This is an optimization exercise on Yosys and OpenROAD, whose aim is small area, not a production implementation.
Function was checked by simulation only, so behaviour that the tests miss may differ from the original.
The flow treats the clock pin as an ideal source, which a real chip does not have.
Power and IR drop assume default switching activity.

$ cat design/flow/config.mk
export PLATFORM = sky130hd
export DESIGN_NAME = exam1
export DESIGN_NICKNAME = exam1
export VERILOG_FILES = /design/flow/design.v
export SDC_FILE = /design/flow/constraint.sdc
export NUM_CORES = 4
export LEC_CHECK = 0
export ABC_AREA = 1
export CAP_MARGIN = 20
export CORE_MARGIN = 2
export CORE_UTILIZATION = 40
export SLEW_MARGIN = 20
$ cat design/flow/constraint.sdc
create_clock -name core_clock -period 20.0 [get_ports {clk}]
set_input_delay 4.0000 -clock core_clock [delete_from_list [all_inputs] [get_ports {clk}]]
set_output_delay 4.0000 -clock core_clock [all_outputs]
set_load 0.01 [all_outputs]
$ cat design/flow/design.v
module exam1(rst,key_in,clk,rw,rs,en,data,intr_n,cs_n,rd_n,wr_n,data_reg,adata,key);
 input clk,rst;
 input [7:0] adata;
 input intr_n;
 output cs_n,rd_n,wr_n;
 output rs,en,rw;
 output [7:0] data;
 output reg [7:0] data_reg;
 input [1:0] key_in;
 output key;
 assign key = 1'b0;
 assign rw  = 1'b0;
 reg [2:0] cj;
 reg lcd_clk;
 wire c5 = cj[2] & ~cj[1];
 wire lcd_tick = c5 & ~lcd_clk;
 assign en = lcd_clk;
 always @(posedge clk or negedge rst)
   if (!rst) begin
     cj <= 3'b000;
     lcd_clk <= 1'b0;
   end else begin
     cj <= {cj[1:0], ~cj[2]};
     lcd_clk <= lcd_clk ^ c5;
   end
 reg [3:0] ast;
 wire a_start = (ast == 4'd11);
 wire a_wait  = (ast == 4'd12);
 wire a_read  = (ast == 4'd13) | (ast == 4'd14) | (ast == 4'd15);
 assign wr_n = ~a_start;
 assign rd_n = ~a_read;
 assign cs_n = ~(a_start | a_read);
 always @(posedge clk or negedge rst)
   if (!rst) begin
     ast <= 4'd0;
     data_reg <= 8'd0;
   end else if (lcd_tick) begin
     if (!(a_wait & intr_n)) ast <= ast + 4'd1;
     if (ast == 4'd15) data_reg <= adata;
   end
 reg flag;
 reg [2:0] cnt;
 reg [3:0] s0, m0, h0;
 reg [2:0] s1, m1;
 reg [1:0] h1;
 wire flag_now = key_in[1] & ~key_in[0] | flag & ~(~key_in[1] & key_in[0]);
 wire e0 = (cnt == 3'd5);
 wire e1 = e0 & s0[0] & s0[3];
 wire e2 = e1 & s1[0] & s1[2];
 wire e3 = e2 & m0[0] & m0[3];
 wire e4 = e3 & m1[0] & m1[2];
 always @(posedge clk or negedge rst)
   if (!rst) begin
     flag <= 1'b1;
     cnt <= 3'd0;
     s0 <= 0; s1 <= 0; m0 <= 0; m1 <= 0; h0 <= 0; h1 <= 0;
   end else begin
     flag <= flag_now;
     if (cnt == 3'd4) cnt <= 3'd5;
     else if (cnt == 3'd5) cnt <= {2'b00, flag_now};
     else if (flag_now) cnt <= cnt + 3'd1;
     s0[0] <= s0[0] ^ e0;
     s0[1] <= s0[1] ^ (e0 & s0[0] & ~s0[3]);
     s0[2] <= s0[2] ^ (e0 & s0[0] & s0[1]);
     s0[3] <= s0[3] ^ (e0 & s0[0] & (s0[3] | s0[1] & s0[2]));
     s1[0] <= s1[0] ^ e1;
     s1[1] <= s1[1] ^ (e1 & s1[0] & ~s1[2]);
     s1[2] <= s1[2] ^ (e1 & s1[0] & (s1[1] | s1[2]));
     m0[0] <= m0[0] ^ e2;
     m0[1] <= m0[1] ^ (e2 & m0[0] & ~m0[3]);
     m0[2] <= m0[2] ^ (e2 & m0[0] & m0[1]);
     m0[3] <= m0[3] ^ (e2 & m0[0] & (m0[3] | m0[1] & m0[2]));
     m1[0] <= m1[0] ^ e3;
     m1[1] <= m1[1] ^ (e3 & m1[0] & ~m1[2]);
     m1[2] <= m1[2] ^ (e3 & m1[0] & (m1[1] | m1[2]));
     h0[0] <= h0[0] ^ e4;
     h0[1] <= h0[1] ^ (e4 & h0[0] & ~h0[3]);
     h0[2] <= h0[2] ^ (e4 & h0[0] & h0[1] & ~h1[1]);
     h0[3] <= h0[3] ^ (e4 & h0[0] & (h0[3] | h0[1] & h0[2]));
     h1[0] <= h1[0] ^ (e4 & h0[0] & h0[3]);
     h1[1] <= h1[1] ^ (e4 & h0[0] & (h0[3] & h1[0] | h0[1] & h1[1]));
   end
 function [3:0] d5;    
   input [3:0] t;
   d5 = (t >= 4'd5) ? {1'b1, t[2:0] - 3'd5} : {1'b0, t[2:0]};
 endfunction
 function [4:0] d10;   
   input [4:0] t;
   d10 = (t >= 5'd10) ? {1'b1, t[3:0] - 4'd10} : {1'b0, t[3:0]};
 endfunction
 wire [3:0] r5 = d5({1'b0, data_reg[7:5]});
 wire [3:0] r4 = d5({r5[2:0], data_reg[4]});
 wire [3:0] r3 = d5({r4[2:0], data_reg[3]});
 wire [3:0] r2 = d5({r3[2:0], data_reg[2]});
 wire [3:0] r1 = d5({r2[2:0], data_reg[1]});
 wire [3:0] r0 = d5({r1[2:0], data_reg[0]});
 wire [5:0] q = {r5[3], r4[3], r3[3], r2[3], r1[3], r0[3]};
 wire [4:0] u2 = d10({1'b0, q[5:2]});
 wire [4:0] u1 = d10({u2[3:0], q[1]});
 wire [4:0] u0 = d10({u1[3:0], q[0]});
 wire [3:0] ad_h = {1'b0, u2[4], u1[4], u0[4]};
 wire [3:0] ad_t = u0[3:0];
 wire [3:0] ad_o = {r0[2:0], 1'b0};
 reg [5:0] p;
 wire [6:0] pi = {1'b0, p} + 7'd1;
 always @(posedge clk or negedge rst)
   if (!rst) p <= 6'd24;
   else if (lcd_tick) p <= pi[5:0] | (pi[6] ? 6'd29 : 6'd0);
 reg [3:0] dig;
 assign rs = ~((~p[5] & ~p[2]) | (~p[5] & ~p[1]) | (~p[4] & p[3] & p[2] & p[1] & ~p[0]));
 assign data[4] = ~((~p[5] & ~p[0]) | (~p[5] & p[1]) | (~p[3] & ~p[2]) | (~p[4] & ~p[1] & p[0]) | (p[3] & p[2] & p[0]) | (p[3] & p[2] & p[1]) | (~p[4] & ~p[3] & ~p[0]) | (p[4] & ~p[3] & p[1] & p[0]) | (p[4] & p[3] & p[1] & ~p[0]));
 assign data[5] = (~p[3] & p[1] & p[0]) | (p[5] & p[4]) | (p[5] & p[3] & ~p[2]) | (p[5] & p[3] & ~p[1] & p[0]) | (p[3] & ~p[2] & ~p[1] & p[0]);
 assign data[6] = ~((p[3] & ~p[2]) | (p[3] & ~p[1] & p[0]) | (p[5] & p[4] & p[2]) | (~p[4] & ~p[3] & p[1] & p[0]) | (~p[5] & ~p[1]));
 assign data[7] = (~p[5] & p[2] & ~p[1] & p[0]) | (~p[4] & p[3] & p[2] & p[1] & ~p[0]);
 wire isdig = ~((~p[5]) | (~p[4] & ~p[1] & p[0]) | (~p[4] & p[2]) | (~p[3] & ~p[2]) | (~p[3] & ~p[1] & ~p[0]) | (p[3] & p[2] & p[0]) | (p[4] & p[3] & p[1] & ~p[0]) | (~p[3] & p[1] & p[0]));
 wire lo0 = (~p[4] & ~p[3] & p[2] & ~p[0]) | (~p[4] & p[3] & p[1] & p[0]) | (~p[5] & p[2] & p[1] & p[0]) | (p[4] & ~p[3] & p[0]) | (p[5] & ~p[2] & p[1] & ~p[0]) | (~p[5] & p[2] & ~p[1] & ~p[0]);
 wire lo1 = (~p[5] & ~p[2] & p[1]) | (~p[3] & p[1] & ~p[0]) | (p[5] & p[4] & ~p[2] & p[0]) | (~p[4] & p[2] & p[1] & p[0]) | (~p[4] & p[3] & ~p[2]) | (p[4] & ~p[3] & p[2] & ~p[0]) | (p[5] & p[3] & ~p[1] & ~p[0]);
 wire lo2 = (~p[4] & ~p[2] & ~p[0]) | (~p[3] & ~p[1] & p[0]) | (~p[5] & p[1] & p[0]) | (p[3] & ~p[2] & p[1]) | (p[5] & ~p[2] & ~p[1]) | (p[5] & p[3] & ~p[1] & ~p[0]) | (p[4] & ~p[3] & p[2] & p[1]);
 wire lo3 = (~p[4] & ~p[2] & ~p[0]) | (~p[3] & p[2] & p[1] & p[0]) | (~p[2] & ~p[1] & p[0]) | (~p[5] & p[1] & ~p[0]) | (p[4] & ~p[3] & ~p[1]) | (p[5] & p[3] & ~p[2]) | (p[4] & ~p[3] & p[0]);
 assign data[3:0] = isdig ? dig : {lo3, lo2, lo1, lo0};
 wire sel_ad_h = (~p[4] & ~p[3]);
 wire sel_ad_t = (~p[4] & ~p[1]);
 wire sel_ad_o = (~p[4] & ~p[0]);
 wire sel_h1 = (p[2] & ~p[0]);
 wire sel_h0 = (p[2] & ~p[1] & p[0]);
 wire sel_m1 = (p[4] & p[2] & p[1]);
 wire sel_m0 = (p[3] & ~p[1] & ~p[0]);
 wire sel_s1 = (p[4] & p[1] & ~p[0]);
 wire sel_s0 = (p[3] & p[1] & p[0]);
 wire [3:0] dsel = ({4{sel_ad_h}} & ad_h) | ({4{sel_ad_t}} & ad_t) | ({4{sel_ad_o}} & ad_o) | ({4{sel_h1}} & h1) | ({4{sel_h0}} & h0) | ({4{sel_m1}} & m1) | ({4{sel_m0}} & m0) | ({4{sel_s1}} & s1) | ({4{sel_s0}} & s0);
 always @(posedge clk)
   if (lcd_tick) dig <= dsel;
endmodule
$ cat design/flow/flow/run.sh
#!/bin/bash
# Own layout flow: the standard ORFS flow, with two changes:
#  - synthesis maps the logic with an area-oriented ABC script (flow/area.abc)
#    and skips the half/full-adder extraction; registers are mapped exactly
#    as in the standard synthesis (same passes, same dfflibmap).
#  - ports are buffered with sky130_fd_sc_hd__buf_1.
set -euo pipefail
W=$PWD
sed 's|log_cmd abc {\*}$abc_args|log_cmd abc {*}[lreplace $abc_args 1 1 $::env(MY_ABC_SCRIPT)]|' \
  "$FLOW_HOME/scripts/synth.tcl" > "$W/my_synth_core.tcl"
grep -q MY_ABC_SCRIPT "$W/my_synth_core.tcl"
sed "s|\$::env(SCRIPTS_DIR)/synth.tcl|$W/my_synth_core.tcl|" synth_recipe.tcl > "$W/my_synth.tcl"
grep -q my_synth_core "$W/my_synth.tcl"
export MY_ABC_SCRIPT="$W/flow/area.abc"
ARGS=(SYNTH_SCRIPT="$W/my_synth.tcl" ADDER_MAP_FILE= "BUFFER_PORTS_ARGS=-buffer_cell sky130_fd_sc_hd__buf_1" "CTS_ARGS=-sink_clustering_enable -repair_clock_nets -dont_use_dummy_load -sink_clustering_size 64 -sink_clustering_max_diameter 400 -buf_list sky130_fd_sc_hd__clkbuf_8 -root_buf sky130_fd_sc_hd__clkbuf_8")
bash standard.sh "${ARGS[@]}" synth > "$W/synth.log" 2>&1
bash standard.sh "${ARGS[@]}" finish > "$W/finish.log" 2>&1
$ cat design/flow/flow/area.abc
strash
&get -n
&dch -f
&nf -R 1000
&put
$ cat design/flow/standard.sh
#!/bin/bash
# synth_recipe.tcl (not shown) runs the flow's synth.tcl, then flattens the netlist and writes it again
# the make line also repeats each setting of config.mk as NAME=value (left out here)
make -C /OpenROAD-flow-scripts/flow DESIGN_CONFIG=/design/flow/config.mk WORK_HOME=/design/flow/orfs CLKGATE_MAP_FILE= SYNTH_SCRIPT=/design/flow/synth_recipe.tcl "${@:-finish}"
==> summary.md, run 1 <==
| Metric | Value |
|---|---|
| H-tree level count | 2 |
| Post-CTS Setup Inserts | 0 |
| Synth Flop Type | dfrtp_1 |
| Yosys cell types | 43 |
| Worst-Skew Late Latency | roughly 0.31 ns |
| CTS Root Cell | clkbuf_8 |
| Clock slew at reported path FFs | around 0.1 ns |
| Min-delay worst type | flip-flop to flip-flop |
| Slew HR | about 55% |
| Nets | about 380 |
| IO Pins | 36 |
| Clk_skew | just under 0.02 ns |
| Cells along the critical path | nand2b_1, o221ai_1, nor3_1, mux2_1, buf_1 |
| Critical R2R Launch | data_reg[6] |
| Hold buffer count at cts | 0 |
| Leak Pwr | 0.001284 uW |
| Worst endpoint required time | 16.00 ns |
| CORE AREA | between 6000 and 7000 um^2 |
| Vias in the first global route | between 2000 and 2500 |
| Top delay family on crit path | flip-flops |
| Post-synth EDFFs | 4 |
| PortBufs | 33 |
| Worst vdd ir | 0.00002776 V |
| Routability cong. | ~0.90 |
| Finish-stage setup viols | 0 |
| Final ANT Viol Nets | 0 |
| Crit path max fanout | 24 |
| Count leader, synth | dfrtp_1 |
| Max Freq | roughly 150 MHz |
| Chip height | a little under 90 um |
| TNS Setup | 0 ns |
| # DRC | 0 |
| Worst-Margin Slew | 0.6740 ns |
| Worst Setup SP | p[0] |
| Status | timing/DRC/antenna clean |
| Yosys reg bits | 50 |
| DIE WIDTH | roughly 90 um |
| HPWL after DPL | about 4500 um |
| Synthesized area per cell | between 8 and 9 um^2 |
| First-pass GRT wire length | between 10000 and 15000 um |
| Hold_sp | cj[0] |
| Top cells by area, synth | dfrtp_1 (37%), a21oi_1 (5.0%), xnor2_1 (4.5%), nand2_1 (4.4%), nor2_1 (4.4%) |
| Final worst path period need | 6.534 ns |
| Share of cells above drive strength 1 | under 10% |
| Post-synthesis cell count | 328 |
| Row count | 30 |
| Worst EP arrival | about 2.5 ns |
| YS warnings | 1 |
| First drt pass iteration count | 4 |
| Layout area overhead | 11.01% |
| Register area share after synthesis | 44.15% |
| Largest area contributor in the netlist | dfrtp_1 |
| Die area | just under 8000 um^2 |
| Final hold violations | 0 |
| Num CTS Buffers | 5 |
| GRT Total Usage | between 10% and 20% |
| RSZ-0062 raised after global routing | no |
| Post_cts resized | 0 |
| Initial antenna violation count | 0 |
| Crit. End Element | output port |
| Vias | about 2500 |
| Mapped Area | between 2000 and 3000 um^2 |
| Synth top area share | 37.26% |
| Maxcap violations | 0 |
| Crit start category | flip-flop |
| CP max stage delay | 0.79 ns |
| Gr ovfl total | 0 |
| Slowest CP cell | dfrtp_1 |
| Antenna cell count | 0 |
| Vias per cell | around 5.4 |
| Starting Density | about two fifths |
| Slew Limit Fails | 0 |
| CTS sink cnt | 50 |
| Buf+Inv Stages, Crit Path | 1 |
| Starting DRT DRC Count | roughly 140 |
| Drt total wl | just over 6000 um |
| CTS max path bufs | 2 |
| Largest net degree at the start of global routing | between 40 and 50 |
| Worst setup path class | flip-flop to output port |
| CTS tree | yes |
| Asr flop ratio synth | between 90% and 100% |
| Power Density | 60.69 nW/um^2 |
| Final core occ | between 40% and 50% |
| Wirelength per Cell | 13.38 um |
| Most frequent cells after synthesis | dfrtp_1 (43), nand2_1 (34), nor2_1 (34) |
| Fin crit share | 32.67% |
| Largest register FFs | 8 |
[worst reg2reg max path, stage by stage, from the launching register on]
cell and delay (ns):
dfrtp_1 0.42, o21ai_0 0.41, xnor2_1 0.21, nor2_1 0.09
o21ai_0 0.38, nand2_1 0.13, nand2_1 0.12, nor2_1 0.08
o21a_1 0.24, xnor2_1 0.16, nor2_1 0.23, clkinv_1 0.10
a21o_1 0.25, xor2_1 0.26, nor2_1 0.10, o21ai_0 0.52
xnor2_1 0.15, or2_0 0.26, and2_0 0.16, or2_0 0.28
xnor2_1 0.19, o31ai_1 0.09, a221o_1 0.29, a221oi_1 0.24
nand3_1 0.13
[cell type report]
type,count,area [um^2]
clock buffers,5,68.82
fillers,713,3701
inverters,8,30.03
multi-input cells,269,1572
flip-flops and latches,50,1275
well taps,96,120.1
repair buffers,35,140.1
[logic make-up after synthesis]
logic type,after synthesis,share of synthesized area [%]
AND/OR/NAND/NOR,150,25.43
AO/OA/AOI/OAI,88,19.24
flip-flops,50,44.15
XOR/XNOR,19,5.763
multiplexers,10,3.726
buffers and inverters,10,1.560
other,1,0.1299
[stage by stage]
stage	total power [uW]	instances	setup slack, ns	hold slack [ns]	instance area, um^2
global placement	142.1	458	13.86	0.3369	3137
global route	205.9	463	13.22	0.3699	3206
CTS	197.7	463	13.45	0.3654	3206
floorplan	135.4	329	14.18	0.3312	2892
finish	194.5	463	13.47	0.3617	3206
detailed placement	142.9	458	13.81	0.3357	3137
[layout by cell type (no fill, tap or decap), drive strengths merged, types with 2 or more instances in the layout]
master / Yosys / layout
xor2: 4 / 4
o31ai: 5 / 5
edfxtp: 4 / 4
dfstp: 3 / 3
clkinv: 8 / 8
o22ai: 3 / 3
a21oi: 29 / 29
conb: 1 / 2
o21ai: 17 / 17
xnor2: 15 / 15
a221o: 2 / 2
o221ai: 3 / 3
nor2: 34 / 34
nand4: 3 / 3
nor3: 15 / 15
or2: 5 / 5
and3: 8 / 8
mux2i: 4 / 4
a22o: 2 / 2
nand2: 34 / 34
nand3: 15 / 15
dfrtp: 43 / 43
mux2: 6 / 6
or3: 2 / 2
clkbuf: 0 / 6
nand2b: 12 / 12
buf: 2 / 34
a21o: 5 / 5
nand3b: 2 / 2
and2: 6 / 6
nor4: 3 / 3
o21a: 3 / 3
nor2b: 10 / 10
a221oi: 4 / 4
a31oi: 7 / 7
[routing by layer]
layer	vias to the layer above	track usage, %	wire length [um]
met5	-	0	0
met4	0	4.885	104
met3	9	2.955	291
met2	72	25.58	2626
met1	1152	26.04	3174
li1	1277	-	-
[power breakdown]
part | internal [uW] | switching, uW | total [uW]
sequential | 112 | 9.74 | 121
clock | 22.7 | 31.3 | 54.0
combinational | 9.21 | 10.1 | 19.3
total | 143 | 51.1 | 195
[final timing paths]
check / to / slack, ns / cells past startpoint
setup / recovery: data[0] / 13.47 / 5
setup reg to reg: dig[1] / 14.31 / 24
hold reg to reg: cj[1] / 0.36 / 0
min in group asynchronous: p[0] / 3.77 / 2
max in group asynchronous: data_reg[7] / 15.82 / 2
hold / removal: cj[1] / 0.36 / 0
==> run 2: changes to the inputs <==
--- a/design/flow/flow/run.sh
+++ b/design/flow/flow/run.sh
@@ -13,5 +13,5 @@
 grep -q my_synth_core "$W/my_synth.tcl"
 export MY_ABC_SCRIPT="$W/flow/area.abc"
-ARGS=(SYNTH_SCRIPT="$W/my_synth.tcl" ADDER_MAP_FILE= "BUFFER_PORTS_ARGS=-buffer_cell sky130_fd_sc_hd__buf_1" "CTS_ARGS=-sink_clustering_enable -repair_clock_nets -dont_use_dummy_load -sink_clustering_size 64 -sink_clustering_max_diameter 400 -buf_list sky130_fd_sc_hd__clkbuf_8 -root_buf sky130_fd_sc_hd__clkbuf_8")
+ARGS=(SYNTH_SCRIPT="$W/my_synth.tcl" ADDER_MAP_FILE= "BUFFER_PORTS_ARGS=-buffer_cell sky130_fd_sc_hd__buf_1")
 bash standard.sh "${ARGS[@]}" synth > "$W/synth.log" 2>&1
 bash standard.sh "${ARGS[@]}" finish > "$W/finish.log" 2>&1
==> run 2 against run 1 <==
  * Still clean
  * Power is 10% higher
  * Area after synthesis unchanged
  * Wire length is 0.15% higher
  * Setup slack worse by 0.032 ns
  * Global-route usage increased by 0.078 points
  * Clock skew shrank 0.012 ns
  * Final cell count increased by 0.65%
  * Critical endpoint unchanged
==> summary.md, run 2 <==
| Metric | Value |
|---|---|
| Cells along the critical path | nand2b_1, o221ai_1, nor3_1, mux2_1, buf_1 |
| Slew HR | 54.17% (-0.80 points) |
| HPWL after DPL | 4486 um (unchanged) |
| CTS sink cnt | 50 (unchanged) |
| Slowest CP cell | dfrtp_1 |
| Starting Density | 41.81% (unchanged) |
| Starting DRT DRC Count | 136 (-2.2%) |
| Sw frac | 25.99% (-0.30 points) |
| Cell Area, Placed | 3137 um^2 (unchanged) |
| Worst EP arrival | 2.57 ns (+0.04 ns) |
| Most frequent cells in the layout | dfrtp_1 (43), nand2_1 (34), nor2_1 (34) |
| CTS Root Cell | clkbuf_8 |
| Count leader, synth | dfrtp_1 |
| Area of the multi-input gates | 1572 um^2 (unchanged) |
| Yosys cell types | 43 (unchanged) |
| Wirelength per Cell | 13.32 um (-0.50%) |
| Top cells by area, synth | dfrtp_1 (37%), a21oi_1 (5.0%), xnor2_1 (4.5%), nand2_1 (4.4%), nor2_1 (4.4%) |
| Sequential Power Share | 56.7% (-5.6 points) |
| Gr ovfl total | 0 (unchanged) |
| Psw | 55.59 uW (+8.7%) |
| RSZ-0062 raised after global routing | no |
| # placed instances | 458 (unchanged) |
| Largest area contributor in the netlist | dfrtp_1 |
| H-tree level count | 2 (unchanged) |
| CTS max path bufs | 2 (unchanged) |
| Final hold violations | 0 (unchanged) |
| Final ANT Viol Nets | 0 (unchanged) |
| Layout area overhead | 12.52% |
| Largest net degree at the start of global routing | 47 (unchanged) |
| Post-CTS Setup Inserts | 0 (unchanged) |
| CTS tree | yes |
| Drt total wl | 6205 um (+0.15%) |
| Vias per cell | 5.354 (-1.2%) |
| Leak Pwr | 0.001307 uW (+1.8%) |
| Commonest non-fill, non-tap cell in the layout | dfrtp_1 |
| Post_cts resized | 0 (unchanged) |
| Share of cells above drive strength 1 | 3.784% (+0.79 points) |
| DIE WIDTH | 88.97 um (unchanged) |
| Min-delay worst type | flip-flop to flip-flop |
| First-pass GRT wire length | 10730 um (+0.45%) |
| Power Density | 65.83 nW/um^2 (+8.5%) |
| Crit. End Element | output port |
| # fillers | 707 (-0.84%) |
| Initial antenna violation count | 0 (unchanged) |
| Crit start category | flip-flop |
| Fin crit share | 32.83% (+0.16 points) |
| IO Pins | 36 (unchanged) |
| Final worst slack | 13.43 ns (-0.03210 ns) |
| Asr flop ratio synth | 92.00% (unchanged) |
| YS warnings | 1 (unchanged) |
| Register area share after synthesis | 44.15% (unchanged) |
| Post-synthesis cell count | 328 (unchanged) |
| # DRC | 0 (unchanged) |
| FF-to-FF setup slack | 14.29 ns (-0.02 ns) |
| Worst-Skew Late Latency | 0.31 ns (about the same) |
| Maxcap violations | 0 (unchanged) |
| Mapped Area | 2888 um^2 (unchanged) |
| Final worst path period need | 6.566 ns (+0.03210 ns) |
| Yosys reg bits | 50 (unchanged) |
| Antenna cell count | 0 (unchanged) |
| First drt pass iteration count | 5 (+1) |
| Hold buffer count at cts | 0 (unchanged) |
| Clk_skew | 0.006901 ns (-0.01235 ns) |
| Num CTS Buffers | 5 (unchanged) |
| Combinational Power Share | 9.0% (-0.9 points) |
| Worst setup path class | flip-flop to output port |
| Post-synth EDFFs | 4 (unchanged) |
| CORE AREA | 6907 um^2 (unchanged) |
| PortBufs | 33 (unchanged) |
| CP max stage delay | 0.80 ns (about the same) |
| Most frequent cells after synthesis | dfrtp_1 (43), nand2_1 (34), nor2_1 (34) |
| Die area | 7915 um^2 (unchanged) |
| Storage element area | 1275 um^2 (unchanged) |
| Synthesized area per cell | 8.804 um^2 (unchanged) |
| Worst vdd ir | 0.00002856 V (+2.9%) |
| Post-route design area | 3249 um^2 (+1.4%) |
| Chip height | 88.97 um (unchanged) |
| Max Freq | 152.3 MHz (-0.49%) |
| Routability cong. | 0.9020 (unchanged) |
| Slew Limit Fails | 0 (unchanged) |
| Worst endpoint required time | 16.00 ns (about the same) |
| Worst-Margin Slew | 0.6874 ns (+0.01341 ns) |
| Final core occ | 47.05% (+0.63 points) |
| Clock power frac | 34.3% (+6.6 points) |
| Finish-stage setup viols | 0 (unchanged) |
| Synth top area share | 37.26% (unchanged) |
| GRT Total Usage | 17.33% (+0.078 points) |
| Row count | 30 (unchanged) |
| Nets | 382 (unchanged) |
| Status | timing/DRC/antenna clean |
| Worst Setup Slack post-DPL | 13.81 ns (unchanged) |
| Synth Flop Type | dfrtp_1 |
| Largest register FFs | 8 (unchanged) |
| Final Non-Filler Cells | 466 (+0.65%) |
| Vias in the first global route | 2228 (+0.59%) |
| Crit path max fanout | 24 (unchanged) |
| Cell Int Power | 158.3 uW (+10%) |
| Clock slew at reported path FFs | 0.10 ns (about the same) |
| Vias | 2495 (-0.60%) |
| TNS Setup | 0 ns (unchanged) |
==> run 2: cell counts after synthesis <==
No cell type changed its count.
==> run 2: worst paths after layout <==
check                       startpoint       to  cells past startpoint
hold / removal                   cj[0]    cj[1]                      0
min in group asynchronous          rst    s1[2]                      2
setup / recovery                  p[0]  data[0]                      5
max in group asynchronous          rst     p[3]                      2
setup reg to reg           data_reg[5]   dig[1]                     24
hold reg to reg                  cj[0]    cj[1]                      0
==> run 2: final cells by class <==
cell class	instances	area share [%]
Inverter	8	0.9241
Clock buffer	5	2.118
Sequential cell	50	39.24
Timing Repair Buffer	35	4.313
Tap cell	96	3.697
Multi-Input combinational cell	269	48.36
Clock inverter	3	1.348
==> run 2: kinds of logic (layout without fill, tap and decap cells) <==
kind of cell	after synthesis	after routing	synth area share (%)
AND/OR/NAND/NOR	150	150	25.43
AO/OA/AOI/OAI	88	88	19.24
flip-flops	50	50	44.15
XOR/XNOR	19	19	5.763
multiplexers	10	10	3.726
buffers and inverters	10	51	1.560
other	1	2	0.1299
==> run 2: critical path, delay by kind of cell, from the launching register on <==
family,cells,cell delay (ns)
AO/OA/AOI/OAI,1,0.18
multiplexers,1,0.37
buffers and inverters,1,0.13
AND/OR/NAND/NOR,2,0.78
flip-flops,1,0.80
==> run 2: metal layers <==
layer	part of all wire, %	vias to the layer above	track usage [%]	routed length [um]
li1	-	1273	-	-
met1	52	1165	26.22	3239
met4	1.3	0	4.885	81
met2	43	50	25.64	2640
met3	3.9	7	2.955	244
met5	0	-	0	0
==> run 2: stage by stage <==
stage / hold slack [ns] / power (uW)
global placement: 0.3369 / 142.1
global route: 0.3728 / 226.0
floorplan: 0.3312 / 135.4
CTS: 0.3681 / 216.9
detailed placement: 0.3357 / 142.9
finish: 0.3651 / 213.9
==> run 2: power by group through the flow <==
stage,clock network [uW],registers [uW],logic [uW]
floorplan,0,120,15.1
global placement,0,123,19.0
detailed placement,0,123,19.7
CTS,75.9,121,19.7
global route,80.5,123,22.5
finish,73.4,121,19.2
==> run 3: changes to the inputs <==
--- a/design/flow/flow/run.sh
+++ b/design/flow/flow/run.sh
@@ -1,8 +1,10 @@
 #!/bin/bash
-# Own layout flow: the standard ORFS flow, with two changes:
+# Own layout flow: the standard ORFS flow, with these changes:
 #  - synthesis maps the logic with an area-oriented ABC script (flow/area.abc)
 #    and skips the half/full-adder extraction; registers are mapped exactly
 #    as in the standard synthesis (same passes, same dfflibmap).
 #  - ports are buffered with sky130_fd_sc_hd__buf_1.
+#  - the clock reaches all flip-flops through a single clock buffer
+#    (flow/cts1.tcl) instead of the CTS H-tree.
 set -euo pipefail
 W=$PWD
@@ -13,5 +15,13 @@
 grep -q my_synth_core "$W/my_synth.tcl"
 export MY_ABC_SCRIPT="$W/flow/area.abc"
+export MY_CLK_BUF=${MY_CLK_BUF:-sky130_fd_sc_hd__clkbuf_8}
+export MY_CLK_K=${MY_CLK_K:-3}
 ARGS=(SYNTH_SCRIPT="$W/my_synth.tcl" ADDER_MAP_FILE= "BUFFER_PORTS_ARGS=-buffer_cell sky130_fd_sc_hd__buf_1")
 bash standard.sh "${ARGS[@]}" synth > "$W/synth.log" 2>&1
+bash standard.sh "${ARGS[@]}" place > "$W/place.log" 2>&1
+R=$W/orfs/results/sky130hd/exam1/base
+export RESULTS_DIR=$R
+export LIB_FILES=$FLOW_HOME/platforms/sky130hd/lib/sky130_fd_sc_hd__tt_025C_1v80.lib
+export PLATFORM_DIR=$FLOW_HOME/platforms/sky130hd
+openroad -no_init -exit "$W/flow/cts1.tcl" > "$W/cts1.log" 2>&1
 bash standard.sh "${ARGS[@]}" finish > "$W/finish.log" 2>&1
==> design/flow/flow/cts1.tcl (new file) <==
set R $::env(RESULTS_DIR)
read_liberty $::env(LIB_FILES)
read_db $R/3_place.odb
read_sdc $R/3_place.sdc
source $::env(PLATFORM_DIR)/setRC.tcl
set K $::env(MY_CLK_K)
set block [ord::get_db_block]
set net [$block findNet clk]
set dbu [[ord::get_db_tech] getDbUnitsPerMicron]
set pins {}
set pts {}
foreach it [$net getITerms] {
  set inst [$it getInst]
  set loc [$inst getLocation]
  lappend pins "[$inst getName]/[[$it getMTerm] getName]"
  lappend pts [list [expr {double([lindex $loc 0]) / $dbu}] [expr {double([lindex $loc 1]) / $dbu}]]
}
set n [llength $pts]
# k-means, initial centres spread along x
set order [lsort -real -index 0 [lmap p $pts {set p}]]
set cs {}
for {set k 0} {$k < $K} {incr k} {
  lappend cs [lindex $order [expr {int(($k + 0.5) * $n / $K)}]]
}
for {set iter 0} {$iter < 50} {incr iter} {
  set asg {}
  foreach p $pts {
    set best 0; set bd 1e18
    for {set k 0} {$k < $K} {incr k} {
      set c [lindex $cs $k]
      set d [expr {pow([lindex $p 0] - [lindex $c 0], 2) + pow([lindex $p 1] - [lindex $c 1], 2)}]
      if {$d < $bd} { set bd $d; set best $k }
    }
    lappend asg $best
  }
  set ncs {}
  for {set k 0} {$k < $K} {incr k} {
    set sx 0; set sy 0; set m 0
    foreach p $pts a $asg {
      if {$a == $k} { set sx [expr {$sx + [lindex $p 0]}]; set sy [expr {$sy + [lindex $p 1]}]; incr m }
    }
    if {$m > 0} { lappend ncs [list [expr {$sx / $m}] [expr {$sy / $m}]] } else { lappend ncs [lindex $cs $k] }
  }
  set cs $ncs
}
for {set k 0} {$k < $K} {incr k} {
  set lp {}
  foreach pn $pins a $asg { if {$a == $k} { lappend lp [get_pins $pn] } }
  if {[llength $lp] == 0} continue
  puts "cluster $k: [llength $lp] sinks at [lindex $cs $k]"
  insert_buffer -buffer_cell $::env(MY_CLK_BUF) -load_pins $lp -location [lindex $cs $k] -buffer_name clkbuf_leaf_$k -net_name clknet_leaf_$k
}
set_propagated_clock [all_clocks]
detailed_placement
check_placement -verbose
estimate_parasitics -placement
report_clock_skew
report_checks -path_delay min
report_checks -path_delay max
report_check_types -max_slew -max_capacitance -violators
write_db $R/4_1_cts.odb
write_db $R/4_cts.odb
write_sdc $R/4_cts.sdc
==> run 3 against run 2 <==
  * Power is 16% lower
  * Fmax is 2.3% higher
  * Clock power is 47% lower
  * Die area stayed put
  * Worst hold slack better by 0.0021 ns
  * Clock-buffer cell count is 2 lower
  * Setup slack better by 0.15 ns
  * Sequential share of layout area is 0.88 points higher
  * Synthesized cell count stayed put
  * Global-route usage is 1.1 points lower
  * Critical endpoint unchanged
  * Largest power group unchanged
==> summary.md, run 3 <==
| Metric | Value |
|---|---|
| Status | timing/DRC/antenna clean |
| Critical R2R Launch | data_reg[6] |
| Yosys cell types | 43 (unchanged) |
| Post-synth EDFFs | 4 (unchanged) |
| Fin crit share | 32.10% (-0.73 points) |
| Chip height | 88.97 um (unchanged) |
| Worst vdd ir | 0.00005022 V (+76%) |
| Synth Area in XOR/XNOR | 5.763% (unchanged) |
| Antenna cell count | 0 (unchanged) |
| First-pass GRT wire length | 10530 um (-1.9%) |
| Clock slew at reported path FFs | 0.10 ns (about the same) |
| Yosys reg bits | 50 (unchanged) |
| Worst R2R Path Depth | 24 (unchanged) |
| Worst-Skew Late Latency | 0.16 ns (-0.15 ns) |
| Tot Pwr | 179.4 uW (-16%) |
| Worst EP arrival | 2.42 ns (-0.15 ns) |
| Layout area overhead | 10.05% |
| Most frequent cells in the layout | dfrtp_1 (43), nand2_1 (34), nor2_1 (34) |
| WHS Endpoint | cj[1] |
| Vias | 2488 (-0.28%) |
| Asr flop ratio synth | 92.00% (unchanged) |
| Drt total wl | 6139 um (-1.1%) |
| Row count | 30 (unchanged) |
| # DRC | 0 (unchanged) |
| Largest register FFs | 8 (unchanged) |
| RSZ-0062 raised after global routing | no |
| Simple-Gate Fraction of Synth Area | 25.43% (unchanged) |
| Vias in the first global route | 2190 (-1.7%) |
| Worst-Margin Slew | 0.6808 ns (-0.006596 ns) |
| Gr ovfl total | 0 (unchanged) |
| Starting DRT DRC Count | 147 (+8.1%) |
| Worst Setup Slack post-DPL | 13.81 ns (unchanged) |
| IO Pins | 36 (unchanged) |
| Crit path max fanout | 22 (-8.3%) |
| Share of cells above drive strength 1 | 2.466% (-1.3 points) |
| Power Density | 56.44 nW/um^2 (-14%) |
| # fillers | 715 (+1.1%) |
| Synthesized area per cell | 8.804 um^2 (unchanged) |
| Hold_sp | cj[0] |
| Synth Flop Type | dfrtp_1 |
| Routability cong. | 0.9020 (unchanged) |
| Initial antenna violation count | 0 (unchanged) |
| Top cells by area, synth | dfrtp_1 (37%), a21oi_1 (5.0%), xnor2_1 (4.5%), nand2_1 (4.4%), nor2_1 (4.4%) |
| Final hold violations | 0 (unchanged) |
| Final worst path period need | 6.421 ns (-0.1455 ns) |
| YS warnings | 1 (unchanged) |
| Final ANT Viol Nets | 0 (unchanged) |
| Compound-Gate Fraction of Synth Area | 19.24% (unchanged) |
| Count leader, synth | dfrtp_1 |
| Final worst slack | 13.58 ns (+0.1455 ns) |
| FF-to-FF setup slack | 14.29 ns (about the same) |
| Slew Limit Fails | 0 (unchanged) |
| Vias per cell | 5.397 (+0.80%) |
| DIE WIDTH | 88.97 um (unchanged) |
| CORE AREA | 6907 um^2 (unchanged) |
| TNS Setup | 0 ns (unchanged) |
| Mapped Area | 2888 um^2 (unchanged) |
| HPWL after DPL | 4486 um (unchanged) |
| GRT Total Usage | 16.18% (-1.1 points) |
| Worst setup path class | flip-flop to output port |
| Maxcap violations | 0 (unchanged) |
| Largest area contributor in the netlist | dfrtp_1 |
| Largest net degree at the start of global routing | 47 (unchanged) |
| Synth top area share | 37.26% (unchanged) |
| Starting Density | 41.81% (unchanged) |
| Area of the multi-input gates | 1572 um^2 (unchanged) |
| Adder-cell share of the synthesized area | 0% (unchanged) |
| Reg-to-Reg End | dig[1] |
| Die area | 7915 um^2 (unchanged) |
| Crit. End Element | output port |
| Register area share after synthesis | 44.15% (unchanged) |
| Crit start category | flip-flop |
| Worst endpoint required time | 16.00 ns (about the same) |
| Slew HR | 54.52% (+0.34 points) |
| Hold Path Depth | 0 (unchanged) |
| Mux cell area share after synthesis | 3.726% (unchanged) |
| PortBufs | 33 (unchanged) |
| Min-delay worst type | flip-flop to flip-flop |
| Finish-stage setup viols | 0 (unchanged) |
| Clk_skew | 0.01095 ns (+0.004054 ns) |
| Largest family of logic cells by synthesized area | simple AND/OR/NAND/NOR gates |
| First drt pass iteration count | 4 (-1) |
| Storage element area | 1275 um^2 (unchanged) |
| Leak Pwr | 0.001270 uW (-2.8%) |
| Most frequent cells after synthesis | dfrtp_1 (43), nand2_1 (34), nor2_1 (34) |
| Wirelength per Cell | 13.32 um (about the same) |
| Post-synthesis cell count | 328 (unchanged) |
| Max Freq | 155.8 MHz (+2.3%) |
| Commonest non-fill, non-tap cell in the layout | dfrtp_1 |
| Nets | 380 (-0.52%) |
==> run 3: layer usage <==
metal / track usage (%) / routed length (um) / vias to the layer above
li1: - / - / 1271
met1: 25.92 / 3134 / 1151
met2: 25.17 / 2659 / 60
met3: 0.8310 / 265 / 6
met4: 1.628 / 80 / 0
met5: 0 / 0 / -
==> run 3: metrics by stage <==
stage | hold slack [ns] | utilization (%) | std cells | cell area, um^2
2_1_floorplan | 0.3312 | - | 329 | 2892
3_3_place_gp | 0.3369 | 45.42 | 458 | 3137
3_5_place_dp | 0.3357 | 45.42 | 458 | 3137
5_1_grt | 0.3756 | 46.01 | 461 | 3178
6_report | 0.3671 | 46.01 | 461 | 3178
==> run 3: kinds of logic (layout without fill, tap and decap cells) <==
group,count (synthesis),in the layout
AND/OR/NAND/NOR,150,150
AO/OA/AOI/OAI,88,88
buffers and inverters,10,46
flip-flops,50,50
XOR/XNOR,19,19
other,1,2
multiplexers,10,10
==> run 3: cell type report <==
type / count / area share [%]
inverter: 8 / 0.9449
clock buffer: 3 / 1.299
timing repair buffer: 35 / 4.409
multi-input combinational: 269 / 49.45
sequential: 50 / 40.12
tap: 96 / 3.780
==> run 3: power by group <==
part / leakage, uW / switching [uW] / internal, uW / total, uW
Sequential: 0.000622 / 9.66 / 112 / 121
Clock: 0.0000216 / 25.0 / 13.9 / 38.9
Combinational: 0.000627 / 10.0 / 9.21 / 19.3
Total: 0.00127 / 44.7 / 135 / 179
==> run 3: worst max path at each step <==
stage	cells past startpoint	endpoint	from	slack [ns]
final	5	data[0]	p[4]	13.58
after floorplan	4	data[0]	p[4]	14.18
after global placement	5	data[0]	p[0]	13.86
after global routing	5	data[0]	p[0]	13.38
after detailed placement	5	data[0]	p[0]	13.81
==> run 3: critical path, stage by stage, from the launching register on <==
cell	delay, ns
dfstp_2	0.78
and2_0	0.34
o22ai_1	0.15
nor3_1	0.48
mux2_1	0.37
buf_1	0.13
==> run 4: changes to the inputs <==
--- a/design/flow/config.mk
+++ b/design/flow/config.mk
@@ -9,4 +9,4 @@
 export CAP_MARGIN = 20
 export CORE_MARGIN = 2
-export CORE_UTILIZATION = 40
+export CORE_UTILIZATION = 70
 export SLEW_MARGIN = 20
==> run 4 against run 3 <==
  * Fmax decreased by 0.41%
  * Critical path depth is the same
  * First-iteration DRC count is 130% higher
  * Clock-buffer cell count unchanged
  * Power is 0.52% higher
  * Clock skew up 0.024 ns
  * Register-to-register slack better by 0.08 ns
  * Sequential share of layout area up 0.74 points
  * Combinational power rose by 5%
  * Clock power barely moved
  * Largest cell class unchanged
  * Highest routed layer unchanged
==> summary.md, run 4 <==
| Metric | Value |
|---|---|
| Largest net degree at the start of global routing | 47 (unchanged) |
| Yosys cell types | 43 (unchanged) |
| Initial antenna violation count | 0 (unchanged) |
| First-pass GRT wire length | 10360 um (-1.6%) |
| Layout area overhead | 8.059% |
| Worst vdd ir | 0.00006497 V (+29%) |
| Storage element area | 1275 um^2 (unchanged) |
| Yosys reg bits | 50 (unchanged) |
| Nets | 380 (unchanged) |
| Asr flop ratio synth | 92.00% (unchanged) |
| YS warnings | 1 (unchanged) |
| Slew HR | 53.73% (-0.78 points) |
| Share of cells above drive strength 1 | 2.466% (unchanged) |
| Register area share after synthesis | 44.15% (unchanged) |
| Gr ovfl total | 0 (unchanged) |
| RSZ-0062 raised after global routing | no |
| GRT Total Usage | 28.50% (+12 points) |
| Maxcap violations | 0 (unchanged) |
| # DRC | 0 (unchanged) |
| Most frequent cells after synthesis | dfrtp_1 (43), nand2_1 (34), nor2_1 (34) |
| Worst-Margin Slew | 0.6867 ns (+0.005951 ns) |
| Vias | 2598 (+4.4%) |
| Mapped Area | 2888 um^2 (unchanged) |
| Worst EP arrival | 2.45 ns (+0.03 ns) |
| Largest register FFs | 8 (unchanged) |
| FF-to-FF setup slack | 14.37 ns (+0.08 ns) |
| Worst-Skew Late Latency | 0.17 ns (about the same) |
| DIE WIDTH | 68.23 um (-23%) |
| Chip height | 68.23 um (-23%) |
| IO Pins | 36 (unchanged) |
| Antenna cell count | 0 (unchanged) |
| First drt pass iteration count | 5 (+1) |
| Top cells by area, synth | dfrtp_1 (37%), a21oi_1 (5.0%), xnor2_1 (4.5%), nand2_1 (4.4%), nor2_1 (4.4%) |
| Worst hold slack | 0.3644 ns (-0.002683 ns) |
| Most frequent cells in the layout | dfrtp_1 (43), nand2_1 (34), nor2_1 (34) |
| Synthesized area per cell | 8.804 um^2 (unchanged) |
| Final ANT Viol Nets | 0 (unchanged) |
| Leak Pwr | 0.001270 uW (unchanged) |
| Synth top area share | 37.26% (unchanged) |
| Worst R2R Path Depth | 24 (unchanged) |
| Finish-stage setup viols | 0 (unchanged) |
| Final worst path period need | 6.447 ns (+0.02650 ns) |
| CORE AREA | 3971 um^2 (-42%) |
| Area of the multi-input gates | 1572 um^2 (unchanged) |
| Min-delay worst type | flip-flop to flip-flop |
| HPWL after DPL | 4648 um (+3.6%) |
| Crit. End Element | output port |
| Post-synth EDFFs | 4 (unchanged) |
| Status | timing/DRC/antenna clean |
| Crit path max fanout | 24 (+9.1%) |
| Drt total wl | 6391 um (+4.1%) |
| PortBufs | 33 (unchanged) |
| TNS Setup | 0 ns (unchanged) |
| Clk_skew | 0.03482 ns (+0.02386 ns) |
| Final hold violations | 0 (unchanged) |
| Max Freq | 155.1 MHz (-0.41%) |
| Die area | 4655 um^2 (-41%) |
| Critical R2R Launch | data_reg[5] |
| Power Density | 57.79 nW/um^2 (+2.4%) |
| Commonest non-fill, non-tap cell in the layout | dfrtp_1 |
| Slew Limit Fails | 0 (unchanged) |
| Hold_sp | cj[0] |
| Final core occ | 78.58% (+33 points) |
| Synth Flop Type | dfrtp_1 |
| Crit start category | flip-flop |
| Starting Density | 72.72% (+31 points) |
| Worst endpoint required time | 16.00 ns (about the same) |
| Starting DRT DRC Count | 331 (+130%) |
| Routability cong. | 0.9185 (+1.8%) |
| Worst setup path class | flip-flop to output port |
| Hold Path Depth | 0 (unchanged) |
| Reg-to-Reg End | dig[1] |
| Vias in the first global route | 2374 (+8.4%) |
| Wirelength per Cell | 15.40 um (+16%) |
| Vias per cell | 6.260 (+16%) |
| Clock slew at reported path FFs | 0.11 ns (about the same) |
| # fillers | 273 (-62%) |
| Largest area contributor in the netlist | dfrtp_1 |
| WHS Endpoint | cj[1] |
| Post-synthesis cell count | 328 (unchanged) |
| Count leader, synth | dfrtp_1 |
| Row count | 23 (-23%) |
| Fin crit share | 32.24% (+0.13 points) |
-- run 4: cell counts in the layout (fill, tap and decap cells not counted) --
Identical to the previous run, type by type.
-- run 4: cell families (layout without fill, tap and decap cells) --
| logic type | after synthesis | count (layout) | share of synthesized area [%] |
|---|---|---|---|
| AND/OR/NAND/NOR | 150 | 150 | 25.43 |
| AO/OA/AOI/OAI | 88 | 88 | 19.24 |
| flip-flops | 50 | 50 | 44.15 |
| XOR/XNOR | 19 | 19 | 5.763 |
| multiplexers | 10 | 10 | 3.726 |
| buffers and inverters | 10 | 46 | 1.560 |
| other | 1 | 2 | 0.1299 |
-- run 4: where the power goes --
group / total [uW] / switching [uW] / leakage (uW) / internal [uW]
clock: 39.0 / 25.0 / 0.0000216 / 13.9
sequential: 121 / 9.43 / 0.000622 / 112
combinational: 20.3 / 11.1 / 0.000627 / 9.23
total: 180 / 45.6 / 0.00127 / 135
-- run 4: layer usage --
layer	track usage, %	vias up	share of wire (%)
li1	-	1267	-
met1	41.41	1228	44
met2	48.79	92	49
met3	1.316	11	5.2
met4	4.000	0	1.2
met5	0	-	0
-- run 4: how the worst max path moves through the flow --
| stage | startpoint | to |
|---|---|---|
| 6_report | p[0] | data[0] |
| 5_1_grt | p[0] | data[0] |
| 3_5_place_dp | p[0] | data[0] |
| 3_3_place_gp | p[0] | data[0] |
| 2_1_floorplan | p[4] | data[0] |
-- run 4: final cells by class --
type	count	area share, %
inverter	8	0.9623
clock buffer	3	1.323
timing repair buffer	35	4.491
sequential	50	40.86
multi-input combinational	269	50.36
tap	50	2.005
-- run 4: stage by stage --
stage	setup WS, ns	total power (uW)	std cells	area, um^2
after floorplan	14.18	135.4	329	2892
after global placement	13.80	141.2	412	3079
final	13.55	180.3	415	3120
after global routing	13.28	188.8	415	3120
after detailed placement	13.78	143.2	412	3079
-- run 4: critical path, stage by stage, from the launching register on --
cell      delay, ns
dfrtp_1        0.81
nand2b_1       0.26
o221ai_1       0.21
nor3_1         0.51
mux2_1         0.37
buf_1          0.13
==> run 5: changes to the inputs <==
--- a/design/flow/flow/run.sh
+++ b/design/flow/flow/run.sh
@@ -15,6 +15,6 @@
 grep -q my_synth_core "$W/my_synth.tcl"
 export MY_ABC_SCRIPT="$W/flow/area.abc"
-export MY_CLK_BUF=${MY_CLK_BUF:-sky130_fd_sc_hd__clkbuf_8}
-export MY_CLK_K=${MY_CLK_K:-3}
+export MY_CLK_BUF=${MY_CLK_BUF:-sky130_fd_sc_hd__clkbuf_16}
+export MY_CLK_K=${MY_CLK_K:-2}
 ARGS=(SYNTH_SCRIPT="$W/my_synth.tcl" ADDER_MAP_FILE= "BUFFER_PORTS_ARGS=-buffer_cell sky130_fd_sc_hd__buf_1")
 bash standard.sh "${ARGS[@]}" synth > "$W/synth.log" 2>&1
--- a/design/flow/config.mk
+++ b/design/flow/config.mk
@@ -9,4 +9,4 @@
 export CAP_MARGIN = 20
 export CORE_MARGIN = 2
-export CORE_UTILIZATION = 70
+export CORE_UTILIZATION = 40
 export SLEW_MARGIN = 20
==> run 5 against run 4 <==
  * Still clean on timing, DRC and antenna
  * Sequential power about the same
  * Critical path depth unchanged
  * First-iteration DRC count decreased by 64%
  * Power increased by 2.1%
  * Register-to-register slack got worse by 0.04 ns
  * Sequential share of layout area decreased by 0.85 points
  * Critical path type unchanged
  * Largest power group unchanged
  * Highest routed layer unchanged
==> summary.md, run 5 <==
| Metric | Value |
|---|---|
| Status | timing/DRC/antenna clean |
| Crit path max fanout | 24 (unchanged) |
| Synth Flop Type | dfrtp_1 |
| HPWL after DPL | 4486 um (-3.5%) |
| Starting Density | 41.81% (-31 points) |
| Asr flop ratio synth | 92.00% (unchanged) |
| Synthesized area per cell | 8.804 um^2 (unchanged) |
| Worst Setup SP | p[0] |
| Largest family of logic cells by synthesized area | simple AND/OR/NAND/NOR gates |
| Antenna cell count | 0 (unchanged) |
| Die area | 7915 um^2 (+70%) |
| Wirelength per Cell | 13.30 um (-14%) |
| Compound-Gate Fraction of Synth Area | 19.24% (unchanged) |
| Gr ovfl total | 0 (unchanged) |
| Post-synthesis cell count | 328 (unchanged) |
| Worst setup path class | flip-flop to output port |
| Post-route design area | 3187 um^2 (+2.1%) |
| Layout area overhead | 10.36% |
| Final worst path period need | 6.407 ns (-0.04010 ns) |
| Row count | 30 (+30%) |
| Synth Area in XOR/XNOR | 5.763% (unchanged) |
| TNS Setup | 0 ns (unchanged) |
| Crit. End Element | output port |
| Routability cong. | 0.9020 (-1.8%) |
| Worst R2R Path Depth | 24 (unchanged) |
| Leak Pwr | 0.001273 uW (+0.24%) |
| IO Pins | 36 (unchanged) |
| # DRC | 0 (unchanged) |
| PortBufs | 33 (unchanged) |
| Simple-Gate Fraction of Synth Area | 25.43% (unchanged) |
| Mux cell area share after synthesis | 3.726% (unchanged) |
| Worst EP arrival | 2.41 ns (-0.04 ns) |
| Crit start category | flip-flop |
| Drt total wl | 6120 um (-4.2%) |
| Register area share after synthesis | 44.15% (unchanged) |
| Yosys reg bits | 50 (unchanged) |
| Most frequent cells in the layout | dfrtp_1 (43), nand2_1 (34), nor2_1 (34) |
| Post-synth EDFFs | 4 (unchanged) |
| Yosys cell types | 43 (unchanged) |
| Starting DRT DRC Count | 120 (-64%) |
| Commonest non-fill, non-tap cell in the layout | dfrtp_1 |
| Worst-Margin Slew | 0.6739 ns (-0.01280 ns) |
| Critical R2R Launch | data_reg[6] |
| Worst vdd ir | 0.00004876 V (-25%) |
| First drt pass iteration count | 4 (-1) |
| Hold Path Depth | 0 (unchanged) |
| DIE WIDTH | 88.97 um (+30%) |
| Nets | 379 (-0.26%) |
| Finish-stage setup viols | 0 (unchanged) |
| Largest area contributor in the netlist | dfrtp_1 |
| Adder-cell share of the synthesized area | 0% (unchanged) |
| Largest net degree at the start of global routing | 47 (unchanged) |
| Vias in the first global route | 2184 (-8.0%) |
| RSZ-0062 raised after global routing | no |
| GRT Total Usage | 16.11% (-12 points) |
| Top cells by area, synth | dfrtp_1 (37%), a21oi_1 (5.0%), xnor2_1 (4.5%), nand2_1 (4.4%), nor2_1 (4.4%) |
| Fin crit share | 32.03% (-0.20 points) |
| Vias | 2476 (-4.7%) |
| YS warnings | 1 (unchanged) |
| Maxcap violations | 0 (unchanged) |
| Vias per cell | 5.383 (-14%) |
| Worst hold slack | 0.3609 ns (-0.003510 ns) |
| Clk_skew | 0.03369 ns (-0.001121 ns) |
| CORE AREA | 6907 um^2 (+74%) |
| Min-delay worst type | flip-flop to flip-flop |
| Initial antenna violation count | 0 (unchanged) |
| Final hold violations | 0 (unchanged) |
| Worst endpoint required time | 16.00 ns (about the same) |
| Chip height | 88.97 um (+30%) |
| Share of cells above drive strength 1 | 2.198% (-0.27 points) |
| Worst-Skew Late Latency | 0.17 ns (about the same) |
| First-pass GRT wire length | 10500 um (+1.4%) |
| Clock slew at reported path FFs | 0.11 ns (about the same) |
| Final ANT Viol Nets | 0 (unchanged) |
| Slew Limit Fails | 0 (unchanged) |
| Final core occ | 46.14% (-32 points) |
| Count leader, synth | dfrtp_1 |
| Most frequent cells after synthesis | dfrtp_1 (43), nand2_1 (34), nor2_1 (34) |
| Slew HR | 55.07% (+1.3 points) |
| Max Freq | 156.1 MHz (+0.63%) |
| Hold_sp | cj[0] |
| Cell Area, Placed | 3137 um^2 (+1.9%) |
| Mapped Area | 2888 um^2 (unchanged) |
| Synth top area share | 37.26% (unchanged) |
| Largest register FFs | 8 (unchanged) |
| Power Density | 57.79 nW/um^2 (about the same) |
## run 5: cell counts after synthesis
Identical to the previous run, type by type.
## run 5: routing by layer
layer / vias up / GRT usage (%) / routed length, um
li1: 1272 / - / -
met1: 1137 / 25.98 / 3185
met2: 63 / 25.03 / 2591
met3: 4 / 0.8310 / 284
met4: 0 / 1.221 / 59
met5: - / 0 / 0
## run 5: path summary, 6_finish.rpt
check                           slack [ns]       to
worst max-delay path                 13.59  data[0]
worst min-delay path                  0.36    cj[1]
worst max register to register       14.33   dig[1]
worst min register to register        0.36    cj[1]
max in group asynchronous            15.66     p[2]
min in group asynchronous             3.90    m0[3]
## run 5: final cells by class
| class | count | area (um^2) |
|---|---|---|
| Fill cell | 712 | 3720 |
| Multi-Input combinational cell | 269 | 1572 |
| Sequential cell | 50 | 1275 |
| Timing Repair Buffer | 35 | 140.1 |
| Tap cell | 96 | 120.1 |
| Clock buffer | 2 | 50.05 |
| Inverter | 8 | 30.03 |
## run 5: cell families after synthesis
group | count (synthesis)
AO/OA/AOI/OAI | 88
XOR/XNOR | 19
buffers and inverters | 10
flip-flops | 50
multiplexers | 10
other | 1
AND/OR/NAND/NOR | 150
## run 5: critical path, stage by stage (launching register included)
cell and delay [ns]:
dfrtp_1 0.79, nand2b_1 0.26, o221ai_1 0.18, nor3_1 0.50
mux2_1 0.37, buf_1 0.13
## run 5: power breakdown
| group | switching (uW) | total, uW | internal, uW |
|---|---|---|---|
| clock network | 25.0 | 43.4 | 18.4 |
| registers | 9.88 | 121 | 112 |
| logic | 10.1 | 19.3 | 9.20 |
## run 5: per-stage QoR
stage	setup slack (ns)	power, uW	instances
after global placement	13.86	142.1	458
after global routing	13.35	194.5	460
after detailed placement	13.81	142.9	458
after floorplan	14.18	135.4	329
final	13.59	184.2	460
==> run 6: changes to the inputs <==
--- a/design/flow/design.v
+++ b/design/flow/design.v
@@ -81,19 +81,21 @@
      h1[1] <= h1[1] ^ (e4 & h0[0] & (h0[3] & h1[0] | h0[1] & h1[1]));
    end
- function [3:0] d5;    
-   input [3:0] t;
-   d5 = (t >= 4'd5) ? {1'b1, t[2:0] - 3'd5} : {1'b0, t[2:0]};
- endfunction
  function [4:0] d10;   
    input [4:0] t;
    d10 = (t >= 5'd10) ? {1'b1, t[3:0] - 4'd10} : {1'b0, t[3:0]};
  endfunction
- wire [3:0] r5 = d5({1'b0, data_reg[7:5]});
- wire [3:0] r4 = d5({r5[2:0], data_reg[4]});
- wire [3:0] r3 = d5({r4[2:0], data_reg[3]});
- wire [3:0] r2 = d5({r3[2:0], data_reg[2]});
- wire [3:0] r1 = d5({r2[2:0], data_reg[1]});
- wire [3:0] r0 = d5({r1[2:0], data_reg[0]});
- wire [5:0] q = {r5[3], r4[3], r3[3], r2[3], r1[3], r0[3]};
+ wire k5 = ~((~data_reg[7]) | (~data_reg[6] & ~data_reg[5]));
+ wire [2:0] v5 = {(data_reg[7] & ~data_reg[6] & ~data_reg[5]), ~((~data_reg[6]) | (data_reg[7] & ~data_reg[5])), (~data_reg[7] & data_reg[5]) | (data_reg[7] & ~data_reg[5])};
+ wire k4 = ~((~v5[2] & ~v5[1]) | (~v5[0] & ~data_reg[4]));
+ wire [2:0] v4 = {(v5[2] & data_reg[4]) | (v5[1] & ~v5[0] & ~data_reg[4]), ~((~v5[0]) | (v5[2] & data_reg[4]) | (v5[1] & ~data_reg[4])), ~((~v5[2] & ~v5[1] & ~data_reg[4]) | (v5[1] & data_reg[4]))};
+ wire k3 = ~((~v4[2] & ~v4[1]) | (~v4[0] & ~data_reg[3]));
+ wire [2:0] v3 = {(v4[2] & data_reg[3]) | (v4[1] & ~v4[0] & ~data_reg[3]), ~((~v4[0]) | (v4[2] & data_reg[3]) | (v4[1] & ~data_reg[3])), ~((~v4[2] & ~v4[1] & ~data_reg[3]) | (v4[1] & data_reg[3]))};
+ wire k2 = ~((~v3[2] & ~v3[1]) | (~v3[0] & ~data_reg[2]));
+ wire [2:0] v2 = {(v3[2] & data_reg[2]) | (v3[1] & ~v3[0] & ~data_reg[2]), ~((~v3[0]) | (v3[2] & data_reg[2]) | (v3[1] & ~data_reg[2])), ~((~v3[2] & ~v3[1] & ~data_reg[2]) | (v3[1] & data_reg[2]))};
+ wire k1 = ~((~v2[2] & ~v2[1]) | (~v2[0] & ~data_reg[1]));
+ wire [2:0] v1 = {(v2[2] & data_reg[1]) | (v2[1] & ~v2[0] & ~data_reg[1]), ~((~v2[0]) | (v2[2] & data_reg[1]) | (v2[1] & ~data_reg[1])), ~((~v2[2] & ~v2[1] & ~data_reg[1]) | (v2[1] & data_reg[1]))};
+ wire k0 = ~((~v1[2] & ~v1[1]) | (~v1[0] & ~data_reg[0]));
+ wire [2:0] v0 = {(v1[2] & data_reg[0]) | (v1[1] & ~v1[0] & ~data_reg[0]), ~((~v1[0]) | (v1[2] & data_reg[0]) | (v1[1] & ~data_reg[0])), (v1[2] & ~data_reg[0]) | (~v1[2] & ~v1[1] & data_reg[0]) | (v1[1] & v1[0] & ~data_reg[0])};
+ wire [5:0] q = {k5, k4, k3, k2, k1, k0};
  wire [4:0] u2 = d10({1'b0, q[5:2]});
  wire [4:0] u1 = d10({u2[3:0], q[1]});
@@ -101,5 +103,5 @@
  wire [3:0] ad_h = {1'b0, u2[4], u1[4], u0[4]};
  wire [3:0] ad_t = u0[3:0];
- wire [3:0] ad_o = {r0[2:0], 1'b0};
+ wire [3:0] ad_o = {v0, 1'b0};
  reg [5:0] p;
  wire [6:0] pi = {1'b0, p} + 7'd1;
--- a/design/flow/flow/run.sh
+++ b/design/flow/flow/run.sh
@@ -15,6 +15,6 @@
 grep -q my_synth_core "$W/my_synth.tcl"
 export MY_ABC_SCRIPT="$W/flow/area.abc"
-export MY_CLK_BUF=${MY_CLK_BUF:-sky130_fd_sc_hd__clkbuf_16}
-export MY_CLK_K=${MY_CLK_K:-2}
+export MY_CLK_BUF=${MY_CLK_BUF:-sky130_fd_sc_hd__clkbuf_8}
+export MY_CLK_K=${MY_CLK_K:-4}
 ARGS=(SYNTH_SCRIPT="$W/my_synth.tcl" ADDER_MAP_FILE= "BUFFER_PORTS_ARGS=-buffer_cell sky130_fd_sc_hd__buf_1")
 bash standard.sh "${ARGS[@]}" synth > "$W/synth.log" 2>&1
==> design/flow/flow/area.abc (replaced) <==
strash
&get -n
&deepsyn -I 4 -J 50
&dch -f
&nf -R 1000
&put
--- a/design/flow/config.mk
+++ b/design/flow/config.mk
@@ -7,6 +7,6 @@
 export LEC_CHECK = 0
 export ABC_AREA = 1
-export CAP_MARGIN = 20
+export CAP_MARGIN = 0
 export CORE_MARGIN = 2
 export CORE_UTILIZATION = 40
-export SLEW_MARGIN = 20
+export SLEW_MARGIN = 0
==> run 6 against run 5 <==
  * Sequential power about the same
  * Design area decreased by 3.6%
  * Global-route usage about the same
  * Final cell count decreased by 5.9%
  * Clock-buffer cell count increased by 2
  * Register-to-register slack improved by 1.9 ns
  * Sequential share of layout area increased by 1.5 points
  * Non-clock buffer count unchanged
  * Area after synthesis decreased by 3.5%
  * Utilization decreased by 0.68 points
  * Highest routed layer unchanged
==> summary.md, run 6 <==
| Metric | Value |
|---|---|
| Largest register FFs | 8 (unchanged) |
| Met1 usage | 24.14% (-1.8 points) |
| Cell Int Power | 146.9 uW (+5.6%) |
| Crit start category | flip-flop |
| Area of the multi-input gates | 1471 um^2 (-6.4%) |
| Final hold violations | 0 (unchanged) |
| Count leader, synth | nor2_1 |
| CP max stage delay | 0.61 ns (-0.18 ns) |
| Largest family of logic cells by synthesized area | simple AND/OR/NAND/NOR gates |
| Share of cells above drive strength 1 | 2.833% (+0.64 points) |
| # DRC | 0 (unchanged) |
| Post-synth EDFFs | 4 (unchanged) |
| Largest area contributor in the netlist | dfrtp_1 |
| Vias | 2420 (-2.3%) |
| Psw | 57.09 uW (+27%) |
| Clock power frac | 21.7% (-1.9 points) |
| Crit. End Element | output port |
| Initial antenna violation count | 0 (unchanged) |
| CP Capture Point | data[1] |
| CORE AREA | 6756 um^2 (-2.2%) |
| Slew Limit Fails | 0 (unchanged) |
| Top delay family on crit path | simple AND/OR/NAND/NOR gates |
| Status | timing/DRC/antenna clean |
| Slowest CP cell | dfrtp_1 |
| Met2 global-route usage | 25.76% (+0.72 points) |
| Cells along the critical path | clkinv_1, nor2_1, nand2_1, a21o_1, and4_1, nand3_1, o211ai_1, o21a_1, buf_1 |
| Storage element area | 1275 um^2 (unchanged) |
| Adder-cell share of the synthesized area | 0% (unchanged) |
| # fillers | 689 (-3.2%) |
| Worst vdd ir | 0.00005819 V (+19%) |
| Maxcap violations | 0 (unchanged) |
| Antenna cell count | 0 (unchanged) |
| Leak Pwr | 0.001272 uW (about the same) |
| Yosys cell types | 45 (+4.7%) |
| Compound-Gate Fraction of Synth Area | 19.21% (-0.027 points) |
| Final Non-Filler Cells | 433 (-5.9%) |
| Worst Setup SP | p[1] |
| Nets | 368 (-2.9%) |
| IO Pins | 36 (unchanged) |
| Simple-Gate Fraction of Synth Area | 24.78% (-0.66 points) |
| GRT Total Usage | 16.10% (about the same) |
| Buf+Inv Stages, Crit Path | 2 (+1) |
| Routability cong. | 0.8607 (-4.6%) |
| Wirelength per Cell | 13.90 um (+4.4%) |
| Starting Density | 41.26% (-0.55 points) |
| Worst endpoint required time | 16.00 ns (about the same) |
| DIE WIDTH | 87.48 um (-1.7%) |
| Crit path max fanout | 15 (-38%) |
| Gr ovfl total | 0 (unchanged) |
| Power Density | 66.41 nW/um^2 (+15%) |
| Finish-stage setup viols | 0 (unchanged) |
| Final ANT Viol Nets | 0 (unchanged) |
| Mapped Area | 2788 um^2 (-3.5%) |
| Fin crit share | 32.22% (+0.19 points) |
| Vias in the first global route | 2180 (-0.18%) |
| Most frequent cells in the layout | nor2_1 (53), dfrtp_1 (43), nand2_1 (32), buf_1 (32), a21oi_1 (24) |
| Synth Area in XOR/XNOR | 5.341% (-0.42 points) |
| PortBufs | 33 (unchanged) |
| Max Freq | 155.2 MHz (-0.58%) |
| Sequential Power Share | 59.1% (-6.8 points) |
| Synthesized area per cell | 8.850 um^2 (+0.52%) |
| Grt met3 use | 1.327% (+0.50 points) |
| Vias per cell | 5.589 (+3.8%) |
| Worst R2R Path Depth | 18 (-25%) |
| Sw frac | 27.99% (+3.5 points) |
| # placed instances | 429 (-6.3%) |
| Row count | 30 (unchanged) |
| Synth top area share | 38.60% (+1.3 points) |
| Clock slew at reported path FFs | 0.11 ns (about the same) |
| Most frequent cells after synthesis | nor2_1 (53), dfrtp_1 (43), nand2_1 (32) |
| Worst-Margin Slew | 0.5858 ns (-0.08815 ns) |
| YS warnings | 1 (unchanged) |
| Largest net degree at the start of global routing | 47 (unchanged) |
| Final worst path period need | 6.444 ns (+0.03710 ns) |
| Clk_skew | 0.02935 ns (-0.004347 ns) |
| Register area share after synthesis | 45.74% (+1.6 points) |
| Combinational Power Share | 19.2% (+8.7 points) |
| Post-synthesis cell count | 315 (-4.0%) |
| Chip height | 87.48 um (-1.7%) |
| Mux cell area share after synthesis | 3.187% (-0.54 points) |
| Yosys reg bits | 50 (unchanged) |
| Worst setup path class | flip-flop to output port |
| TNS Setup | 0 ns (unchanged) |
| Layout area overhead | 10.19% |
| Critical R2R Launch | data_reg[7] |
| Starting DRT DRC Count | 143 (+19%) |
| Min-delay worst type | flip-flop to flip-flop |
| RSZ-0062 raised after global routing | no |
| Busiest grt layer | met2 |
| Reg-to-Reg End | dig[1] |
| Top cells by area, synth | dfrtp_1 (39%), nor2_1 (7.1%), a21oi_1 (4.3%), edfxtp_1 (4.3%), nand2_1 (4.3%) |
| Die area | 7653 um^2 (-3.3%) |
| Drt total wl | 6017 um (-1.7%) |
| First drt pass iteration count | 4 (unchanged) |
| FF-to-FF setup slack | 16.24 ns (+1.91 ns) |
| Slew HR | 60.95% (+5.9 points) |
| First-pass GRT wire length | 10260 um (-2.3%) |
| Commonest non-fill, non-tap cell in the layout | nor2_1 |
| HPWL after DPL | 4399 um (-2.0%) |
| Worst-Skew Late Latency | 0.16 ns (about the same) |
| Synth Flop Type | dfrtp_1 |
| Crit path depth | 9 (+4) |
| Worst EP arrival | 2.44 ns (+0.03 ns) |
| Asr flop ratio synth | 92.00% (unchanged) |
[run 6: cell type report]
| type | count | share of cell area (%) |
|---|---|---|
| multi-input combinational | 256 | 47.90 |
| sequential | 50 | 41.51 |
| timing repair buffer | 35 | 4.562 |
| tap | 80 | 3.259 |
| clock buffer | 4 | 1.792 |
| inverter | 8 | 0.9776 |
[run 6: logic make-up (layout without fill, tap and decap cells)]
| group | count (synthesis) | count (layout) |
|---|---|---|
| AOI/OAI and AO/OA | 83 | 83 |
| muxes | 8 | 8 |
| and+or+nand+nor | 146 | 146 |
| DFF | 50 | 50 |
| other | 1 | 2 |
| xor gates and xnor gates | 17 | 17 |
| buffers and inverters | 10 | 47 |
[run 6: power groups by stage]
stage / registers (uW) / clock network (uW) / logic [uW]
final: 121 / 44.3 / 39.2
after global routing: 122 / 49.8 / 45.5
after detailed placement: 123 / 0 / 39.4
after global placement: 122 / 0 / 38.6
after floorplan: 120 / 0 / 30.5
[run 6: per-stage QoR]
stage          instance area (um^2)  hold WS, ns  utilization, %  power, uW  setup slack [ns]
2_1_floorplan                  2791       0.3312               -      150.4             14.06
3_3_place_gp                   3017       0.3330           44.65      160.6             13.83
3_5_place_dp                   3017       0.3412           44.65      162.0             13.73
5_1_grt                        3072       0.3917           45.46      217.1             13.26
6_report                       3072       0.3635           45.46      204.0             13.56
[run 6: worst register-to-register path: stages, from the launching register on]
cell	delay, ns
dfrtp_1	0.43
nor2b_1	0.27
nor2_1	0.08
a21oi_1	0.22
nor3_1	0.10
nor2_1	0.19
a21oi_1	0.08
o21ai_0	0.21
clkinv_1	0.13
nor2_1	0.19
o21ai_0	0.19
nor2_1	0.18
and3_1	0.23
a21o_1	0.15
and2_0	0.17
nor2_1	0.07
nor2_1	0.13
a211oi_1	0.10
a2111o_1	0.40
[run 6: routing by layer]
metal	up-vias	routed length, um
li1	1218	-
met1	1133	2899
met2	57	2710
met3	12	260
met4	0	147
met5	-	0
[run 6: how the worst min path moves through the flow]
stage	startpoint	to	depth (start not counted)
after floorplan	cj[0]	cj[1]	0
after global placement	cj[0]	cj[1]	0
after detailed placement	cj[0]	cj[1]	0
after global routing	cj[0]	cj[1]	0
final	cj[0]	cj[1]	0

static timing again, ports no longer ideal:
How much do the figures lean on ideal ports? The routed layouts below were timed once more, with nothing changed but the port constraints.
Step 1: set_driving_cell puts a clkbuf_16 on clk and a buf_2 on each other input, an assumption about the parent block.
Step 2, shift: input delay + t, output delay - t, t = (earliest + latest rising clock arrival at the registers) / 2. This alone moves slack from input paths to output paths.
Three values: no drivers, after step 1, after step 2; two values: the first two.
| run | t (ns) | setup WS [ns] | worst setup path after step 2 | pins driven straight from the clock port |
|---|---|---|---|---|
| run 1 | 0.329 | 13.466 / 13.436 / 13.765 | register to output | 1 |
| run 2 | 0.337 | 13.434 / 13.404 / 13.741 | register to output | 1 |
| run 3 | 0.208 | 13.580 / 13.528 / 13.735 | register to output | 3 |
| run 4 | 0.198 | 13.553 / 13.506 / 13.704 | register to output | 3 |
| run 5 | 0.209 | 13.593 / 13.541 / 13.750 | register to output | 2 |
| run 6 | 0.205 | 13.556 / 13.498 / 13.702 | register to output | 4 |
After both steps setup and hold are still met in every run listed.
